From an optimization exercise on the open Yosys and OpenROAD flow, aimed at small area, a short achievable clock period and few clock cycles per item; shortcuts taken in it are not production practice. Function was checked by simulation only, so behaviour that the tests miss may differ from the original.

==> flow/design.v (outline; a module is shown in full before it is edited, if it fits) <==
// module knn_sqrt_pipeline: 59 lines
// module knn_distance: 1724 lines
// module k_nn: 154 lines
module k_nn #(
    parameter NUMBER_ELEMENTS = 6,
    parameter DATA_WIDTH = 32,
    parameter CLASS_WIDTH = 8,
    parameter NS = 4
)(
    input  wire                     clk,
    input  wire                     rst,  
    output reg                      m_axis_tvalid,
    input  wire                     m_axis_tready,
    output wire [DATA_WIDTH-1:0]    m_axis_tdata,
    output reg                      m_axis_tlast,
    input  wire                     s_axis_tvalid,
    output wire                     s_axis_tready,
    input  wire [DATA_WIDTH-1:0]    s_axis_tdata,
    input  wire                     s_axis_tlast,
    output wire [DATA_WIDTH-1:0]    distance_result
);
  // ...
==> flow/flow/run.sh <==
#!/bin/bash
# Standard ORFS layout (the standard.sh, unchanged synthesis), with the
# resizer's setup repair aimed below the 9 ns clock: repair_timing keeps
# working until setup slack reaches SETUP_SLACK_MARGIN.
set -euo pipefail
bash standard.sh SETUP_SLACK_MARGIN=${MARGIN:-5.9} finish > standard.log 2>&1
==> flow/standard.sh <==
#!/bin/bash
# synth_recipe.tcl (not shown) runs the flow's synth.tcl, then flattens the netlist and writes it again
# the make line also repeats each setting of config.mk as NAME=value (left out here)
make -C /OpenROAD-flow-scripts/flow DESIGN_CONFIG=/design/flow/config.mk WORK_HOME=/design/flow/orfs CLKGATE_MAP_FILE= SYNTH_SCRIPT=/design/flow/synth_recipe.tcl "${@:-finish}"
==> flow/config.mk <==
export PLATFORM = sky130hd
export DESIGN_NAME = k_nn
export DESIGN_NICKNAME = k_nn
export VERILOG_FILES = /design/flow/design.v
export SDC_FILE = /design/flow/constraint.sdc
export NUM_CORES = 4
export LEC_CHECK = 0
export ABC_CLOCK_PERIOD_IN_PS = 1900
export CAP_MARGIN = 20
export CELL_PAD_IN_SITES_DETAIL_PLACEMENT = 0
export CELL_PAD_IN_SITES_GLOBAL_PLACEMENT = 0
export CORE_MARGIN = 2
export CORE_UTILIZATION = 40
export CTS_CLUSTER_DIAMETER = 120
export CTS_CLUSTER_SIZE = 26
export SLEW_MARGIN = 20
==> flow/constraint.sdc <==
create_clock -name core_clock -period 9.0 [get_ports {clk}]
set_input_delay 1.8000 -clock core_clock [delete_from_list [all_inputs] [get_ports {clk}]]
set_output_delay 1.8000 -clock core_clock [all_outputs]
set_load 0.01 [all_outputs]
==> flow_summary.yaml, run 1 <==
outcome:
  run_status: "no timing/DRC/antenna violations"
critical_path:
  worst_r2r_startpoint: "dist_calc.ay[10]"
  cpPeakStageDelay_ns: 0.66
  critical_path.reg2reg.endpoint: "dist_calc.t4[69]"
  crit_path_slowest_cell: "sky130_fd_sc_hd__dfxtp_2"
floorplan:
  floorplan.die.height_um: 319
  row_count: 115
  tapcell.inserted: 1287
  fp.coreArea_um2: 98400
global_routing:
  globalRoute.totalOverflow: 0
  grt.met2_usage: 0.264
sta:
  worstMarginPinSlew_ns: 0.779
  timing.final.ws_setup_ns: 5.91
logic_synthesis:
  synth_top_cell_area_share: 0.348
  synth.mux.area_fraction: 0.0333
  synthDominantAreaCellType: "sky130_fd_sc_hd__dfxtp_1"
  post_synth_xor_area_fraction: 0.0363
  syn_area_per_cell_um2: 11.3
  sequential_area_share_after_synthesis: 0.486
  syn-instance-count: 3509
place:
  pre_cts_slack_ns: 4.54
  dpl.cell_count: 4787
  gp_routability_congestion: 0.816
layout:
  largest-register: "sqrt_calc.step.reg_s.sr"
  num-nonclk-buffers: 131
  postLayoutCellArea_um2: 43600
  finalNonFillerCells: 4887
  largest_register_ffs: 188
clocking:
  cts-buffers-inserted: 40
  ctsHoldBuffers: 0
  clk_root_buffer_cell: "sky130_fd_sc_hd__clkbuf_16"
  cts_setup_buffers: 25
route:
  avgRoutedWirePerCell_um: 15.6
  postRouteWirelength_um: 76200
  vias_per_cell: 4.88
  wire_length_on_met3_um: 2560
  first_iteration_detailed_routing_drc_count: 976
Testbench counts, summed over its fixed seeds: cycles 7,832, queries 1,280.
==> run 2, diff against run 1 <==
--- a/flow/config.mk
+++ b/flow/config.mk
@@ -7,8 +7,6 @@
 export LEC_CHECK = 0
 export ABC_CLOCK_PERIOD_IN_PS = 1900
 export CAP_MARGIN = 20
-export CELL_PAD_IN_SITES_DETAIL_PLACEMENT = 0
-export CELL_PAD_IN_SITES_GLOBAL_PLACEMENT = 0
 export CORE_MARGIN = 2
 export CORE_UTILIZATION = 40
 export CTS_CLUSTER_DIAMETER = 120
==> run 2 against run 1 <==
Against the previous run: still clean on timing, DRC and antenna; sequential share of layout area did not move; clock-buffer cell count unchanged; setup slack stayed put; critical path depth unchanged; area after synthesis unchanged; first-iteration DRC count unchanged.
==> flow_summary.yaml, run 2 <==
outcome:
  run_status: "no timing/DRC/antenna violations"
global_routing:
  grt_pass1_wl_um: 124000
  globalRoute.totalOverflow: 0
  groute.usage.overall: 0.149
  antenna_found_initial: 0
  maximum_number_of_pins_on_one_net_before_global_route_repair: 48
  grt_pass1_vias: 24300
route:
  drt_drc_violations_left: 0
  drtPass1Iterations: 5
  wire_length_on_met3_um: 2560
  vias: 23800
  avgRoutedWirePerCell_um: 15.6
  first_iteration_detailed_routing_drc_count: 976
  vias_per_cell: 4.88
  met2WireLength_um: 36900
  postRouteWirelength_um: 76200
  top_signal_layer_used: "met4"
  wirelength_met1_um: 35300
  antenna_violating_nets_post_route: 0
logic_synthesis:
  yosys_warnings: 4
  synth_most_common_cell: "sky130_fd_sc_hd__dfxtp_1"
  synth_top_cell_area_share: 0.348
  synth.ff_latch_count: 873
  netlist-cell-type-count: 91
  syn-instance-count: 3509
  postSynth.asyncResetShare: 0
  synth.cell_area_um2: 39700
  synth.cells.most_frequent: "691 x sky130_fd_sc_hd__dfxtp_1, 342 x sky130_fd_sc_hd__inv_1, 260 x sky130_fd_sc_hd__ha_1"
  yosys_most_used_dff: "sky130_fd_sc_hd__dfxtp_1"
  synthDominantAreaCellType: "sky130_fd_sc_hd__dfxtp_1"
  sequential_area_share_after_synthesis: 0.486
  syn_area_per_cell_um2: 11.3
  synth.area.top_cells: "sky130_fd_sc_hd__dfxtp_1 35%, sky130_fd_sc_hd__edfxtp_1 14%, sky130_fd_sc_hd__fa_1 11%, sky130_fd_sc_hd__ha_1 8.2%, sky130_fd_sc_hd__inv_1 3.2%"
  synth-edff-count: 182
clocking:
  sink_count_of_the_clock_tree: 873
  ctsHoldBuffers: 0
  clock_tree.buffer_depth: 3
  htree_num_levels: 2
  cts_tree: "done"
  cts-buffers-inserted: 40
  cts.clk_slew.worst_paths_ns: 0.11
  insertion_delay_ns: 0.63
  clk_root_buffer_cell: "sky130_fd_sc_hd__clkbuf_16"
critical_path:
  timing.critical_path.to_type: "flip-flop"
  critical_path_class: "flip-flop to flip-flop"
  timing.critical_path.required_ns: 9.49
  cp-start-kind: "flip-flop"
  arrival_ns: 3.58
  critPathMaxFanout: 17
sta:
  maxSlewHeadroom: 0.481
  final_max_slew_viol_count: 0
  hold_viol_final: 0
  setup_repair_after_global_routing_missed_its_margin: "true"
  timing.final.setup_violations: 0
  tns_ns: 0
  maxClockFrequency_mhz: 324
  final.period_utilization: 0.343
  worstMarginPinSlew_ns: 0.779
  fin_crit_ns: 3.09
  finalClockSkew_ns: 0.0352
layout:
  regArea_um2: 19400
  largest_register_ffs: 188
  filler_cell_count: 9236
  area.growth.synth_to_final_pct: 9.82
  final_util: 0.443
  finalNonFillerCells: 4887
  postLayoutCellArea_um2: 43600
  mostFrequentLayoutCells: "652 x sky130_fd_sc_hd__dfxtp_1, 337 x sky130_fd_sc_hd__inv_1, 250 x sky130_fd_sc_hd__ha_1, 248 x sky130_fd_sc_hd__nand2_1, 220 x sky130_fd_sc_hd__fa_1"
  largest-register: "sqrt_calc.step.reg_s.sr"
  final_layout_size_suffix_gt1_frac: 0.0956
  design.final.nets: 4107
  multi_input_comb_area_um2: 19000
  diodes: 0
  biggestRegsByFlops: "sqrt_calc.step.reg_s.sr x188, sqrt_calc.step.reg_s.qr x144, sqrt_calc.step.reg_s.rr x140"
  leading_cell_type_in_the_layout_fill_and_taps_excluded: "sky130_fd_sc_hd__dfxtp_1"
place:
  placement.io_buffers: 73
  post-dp-hpwl_um: 54200
  gp_routability_congestion: 0.816
  post_dp_cell_area_um2: 41800
  dpl.cell_count: 4787
floorplan:
  row_count: 115
  die_area_um2: 102000
  start_util: 0.403
  floorplan.die.height_um: 319
  num_io_pins: 104
  fp.coreArea_um2: 98400
  die_x_um: 319
worst_hold_path:
  hold_path.class: "flip-flop to flip-flop"
job:
  cap_violations: 0
==> run 2: cell counts after synthesis <==
No cell type changed its count.
==> run 2: layout make-up <==
class,instances,share of cell area
clock buffer,51,0.0239
tap,1287,0.0369
sequential,873,0.445
timing repair buffer,131,0.0254
inverter,344,0.0302
multi-input combinational,2194,0.436
timing repair inverter,1,0.000201
clock inverter,6,0.00275
==> run 2: worst paths after layout <==
check	from	endpoint	slack, ns	cells after the start
max	dist_calc.ay[10]	dist_calc.t4[69]	5.91	7
max reg2reg	dist_calc.ay[10]	dist_calc.t4[69]	5.91	7
min	sqrt_calc.step[5].reg_s.sr[19]	sqrt_calc.step[6].reg_s.sr[19]	0.32	0
min reg2reg	sqrt_calc.step[5].reg_s.sr[19]	sqrt_calc.step[6].reg_s.sr[19]	0.32	0
==> run 2: worst max-delay path, stage by stage (launching register included) <==
cell and delay [ns]:
sky130_fd_sc_hd__dfxtp_2 0.66, sky130_fd_sc_hd__and2_1 0.22, sky130_fd_sc_hd__fa_1 0.44, sky130_fd_sc_hd__fa_1 0.55
sky130_fd_sc_hd__inv_1 0.06, sky130_fd_sc_hd__fa_1 0.52, sky130_fd_sc_hd__inv_1 0.05, sky130_fd_sc_hd__fa_1 0.45
==> run 2: cells by family after synthesis <==
kind of cell | share of synthesized area
buffers and inverters | 0.0480
flip-flops | 0.486
AND/OR/NAND/NOR | 0.104
adder cells (fa/ha/maj) | 0.195
other | 0.0000944
multiplexers | 0.0333
AO/OA/AOI/OAI | 0.0964
XOR/XNOR | 0.0363
==> run 2: through the flow <==
stage	hold slack [ns]	setup WS [ns]
global route	0.332	5.78
floorplan	0.310	5.45
CTS	0.317	5.85
finish	0.315	5.91
global placement	0.310	4.58
detailed placement	0.312	4.54
==> run 2: repair_timing <==
item,CTS,global route
gates resized for setup,204,67
setup endpoints to repair,149,87
pin swaps,13,28
hold endpoints to repair,0,0
buffers inserted,25,16
cloned,1,1
==> run 2: layer usage <==
layer	vias to the layer above	global-route usage
met5	-	0
met4	0	0.0346
met3	90	0.0186
met2	333	0.264
met1	11500	0.193
li1	11900	-
==> run 3, diff against run 2 <==
--- a/flow/config.mk
+++ b/flow/config.mk
@@ -8,7 +8,7 @@
 export ABC_CLOCK_PERIOD_IN_PS = 1900
 export CAP_MARGIN = 20
 export CORE_MARGIN = 2
-export CORE_UTILIZATION = 40
+export CORE_UTILIZATION = 55
 export CTS_CLUSTER_DIAMETER = 120
 export CTS_CLUSTER_SIZE = 26
 export SLEW_MARGIN = 20
==> run 3 against run 2 <==
Against the previous run: still clean; register-to-register slack improved by 0.06 ns; via count rose by 2.9%; critical path depth fell by 6; design area fell by 0.37%; die area fell by 27%; setup slack improved by 0.035 ns; routed wire length rose by 3.7%; global-route usage rose by 6.4 points; area after synthesis did not move.
==> flow_summary.yaml, run 3 <==
route:
  drtPass1Iterations: 6
  first_iteration_detailed_routing_drc_count: 1238
  vias_per_cell: 5.37
  avgRoutedWirePerCell_um: 17.3
  postRouteWirelength_um: 78900
  drt_drc_violations_left: 0
  vias: 24500
  antenna_violating_nets_post_route: 0
logic_synthesis:
  synth.area.top_cells: "sky130_fd_sc_hd__dfxtp_1 35%, sky130_fd_sc_hd__edfxtp_1 14%, sky130_fd_sc_hd__fa_1 11%, sky130_fd_sc_hd__ha_1 8.2%, sky130_fd_sc_hd__inv_1 3.2%"
  postSynth.asyncResetShare: 0
  synth.ff_latch_count: 873
  synth_top_cell_area_share: 0.348
  synth_simple_gate_area_share: 0.104
  synthDominantAreaCellType: "sky130_fd_sc_hd__dfxtp_1"
  post_synthesis_compound_gate_area_fraction: 0.0964
  sequential_area_share_after_synthesis: 0.486
  synth.mux.area_fraction: 0.0333
  yosys_warnings: 4
  yosys_most_used_dff: "sky130_fd_sc_hd__dfxtp_1"
  post_synth_xor_area_fraction: 0.0363
  netlist-cell-type-count: 91
  synth_adder_area_share: 0.195
  synth_most_common_cell: "sky130_fd_sc_hd__dfxtp_1"
  synth.cell_area_um2: 39700
  synth.cells.most_frequent: "691 x sky130_fd_sc_hd__dfxtp_1, 342 x sky130_fd_sc_hd__inv_1, 260 x sky130_fd_sc_hd__ha_1"
  syn_area_per_cell_um2: 11.3
  largest_family_of_logic_cells_by_synthesized_area: "adder cells"
  synth-edff-count: 182
  syn-instance-count: 3509
clocking:
  cts.clk_slew.worst_paths_ns: 0.10
  sink_count_of_the_clock_tree: 873
  cts-buffers-inserted: 39
  clock_tree.buffer_depth: 3
  htree_num_levels: 2
  insertion_delay_ns: 0.60
  clk_root_buffer_cell: "sky130_fd_sc_hd__clkbuf_16"
  cts_tree: "done"
  ctsHoldBuffers: 0
worst_hold_path:
  hold_path.class: "flip-flop to flip-flop"
  timing.hold.worst_path_depth: 0
  hp-start: "dist_calc.t4[80]"
  worstHoldEndpoint: "dist_calc.ha_r[11]"
critical_path:
  crit_path_start: "nd[15]"
  timing.critical_path.required_ns: 7.20
  crit_path_slowest_cell: "sky130_fd_sc_hd__edfxtp_1"
  critical_path.reg2reg.endpoint: "dist_calc.ay[12]"
  critical_path_class: "flip-flop to output pin"
  critPathMaxFanout: 2
  reg2reg_setup_slack_ns: 5.97
  crit_chain: "clkdlybuf4s15_2"
  cp-start-kind: "flip-flop"
  worstRegToRegCells: 13
  critical_path.n_buffers_inverters: 1
  timing.critical_path.to_type: "output pin"
  critPathTopFamily: "flip-flops"
  cpPeakStageDelay_ns: 0.43
  arrival_ns: 1.26
  worst_r2r_startpoint: "iss[1]"
sta:
  setup_repair_after_global_routing_missed_its_margin: "true"
  fin_crit_ns: 3.06
  timing.final.setup_violations: 0
  final.period_utilization: 0.340
  final_max_slew_viol_count: 0
  finalClockSkew_ns: 0.0242
  maxClockFrequency_mhz: 327
  worstMarginPinSlew_ns: 0.814
  hold_viol_final: 0
  tns_ns: 0
  maxSlewHeadroom: 0.443
layout:
  largest-register: "sqrt_calc.step.reg_s.sr"
  mostFrequentLayoutCells: "648 x sky130_fd_sc_hd__dfxtp_1, 337 x sky130_fd_sc_hd__inv_1, 249 x sky130_fd_sc_hd__ha_1, 248 x sky130_fd_sc_hd__nand2_1, 219 x sky130_fd_sc_hd__fa_1"
  multi_input_comb_area_um2: 19000
  regArea_um2: 19400
  largest_register_ffs: 188
  area.growth.synth_to_final_pct: 9.41
  biggestRegsByFlops: "sqrt_calc.step.reg_s.sr x188, sqrt_calc.step.reg_s.qr x144, sqrt_calc.step.reg_s.rr x140"
  diodes: 0
  leading_cell_type_in_the_layout_fill_and_taps_excluded: "sky130_fd_sc_hd__dfxtp_1"
  postLayoutCellArea_um2: 43400
  design.final.nets: 4130
  final_layout_size_suffix_gt1_frac: 0.0986
  filler_cell_count: 5796
place:
  placement.io_buffers: 73
  post_dp_cell_area_um2: 41300
  gp_routability_congestion: 0.855
  post-dp-hpwl_um: 55900
global_routing:
  groute.usage.overall: 0.213
  grt_pass1_vias: 25200
  globalRoute.totalOverflow: 0
  maximum_number_of_pins_on_one_net_before_global_route_repair: 48
  grt_pass1_wl_um: 128000
  antenna_found_initial: 0
floorplan:
  fp.coreArea_um2: 71500
  die_area_um2: 74400
  die_x_um: 273
  floorplan.die.height_um: 273
  start_util: 0.555
  num_io_pins: 104
  row_count: 98
outcome:
  run_status: "no timing/DRC/antenna violations"
job:
  cap_violations: 0
==> run 3: cell counts after synthesis <==
Identical to the previous run, type by type.
==> run 3: through the flow <==
step	setup slack (ns)	std cells	util	hold slack [ns]
finish	5.94	4571	0.608	0.322
global route	5.83	4571	0.608	0.338
CTS	5.90	4534	0.600	0.329
detailed placement	4.47	4450	0.578	0.312
global placement	4.59	4450	0.578	0.310
floorplan	5.45	3537	-	0.310
==> run 3: final cells by class <==
cell class	instances	area share
tap	950	0.0274
clock buffer	52	0.0246
inverter	344	0.0303
timing repair buffer	155	0.0328
multi-input combinational	2194	0.437
sequential	873	0.447
clock inverter	2	0.000346
timing repair inverter	1	0.000202
==> run 3: timing repair <==
item                       4_1_cts  5_1_grt
setup endpoints to repair      152       97
gates resized for setup        179       82
pin swaps                       12       25
cloned                           1        4
buffers inserted                29       33
==> run 3: metal layers <==
layer | track usage | share of wire
met1 | 0.274 | 0.44
met5 | 0 | 0
met2 | 0.380 | 0.50
met3 | 0.0219 | 0.037
met4 | 0.0603 | 0.022
==> run 3: worst max path at each step <==
| stage | endpoint | slack [ns] | cells after the start |
|---|---|---|---|
| after floorplan | used[2] | 5.45 | 13 |
| after global placement | ia[2] | 4.59 | 10 |
| after detailed placement | ia[2] | 4.47 | 10 |
| after CTS | used[2] | 5.90 | 13 |
| after global routing | dist_calc.ay[12] | 5.83 | 13 |
| final | distance_result[15] | 5.94 | 1 |
==> run 3: logic make-up (layout without fill, tap and decap cells) <==
family | after synthesis | after routing
flops | 873 | 873
fa+ha+maj | 485 | 485
buf+inv | 470 | 554
other cells | 1 | 29
simple gates | 847 | 847
compound gates | 549 | 549
mux | 121 | 121
xor+xnor | 163 | 163

## port drivers added, routing unchanged
No port has a modelled driver above. Below, the same layouts with a new extraction and two added sets of constraints. Step 1 sets driving cells, clkbuf_16 on the clock port and buf_2 on the other inputs (assumed; they add their load-dependent delay and slew). Step 2, shift: input delay + t, output delay - t, t = (earliest + latest rising clock arrival at the registers) / 2. This alone moves slack from input paths to output paths. Three values: ideal, step 1, step 2; two values: the first two.
run	shift t [ns]	setup slack, ns	hold WS [ns]
run 1	0.672	5.910 / 5.869 / 5.335	0.315 / 0.315 / 0.315
run 2	0.672	5.910 / 5.869 / 5.335	0.315 / 0.315 / 0.315
run 3	0.655	5.944 / 5.878 / 5.411	0.322 / 0.322 / 0.322
After both steps setup and hold are still met in every run listed.
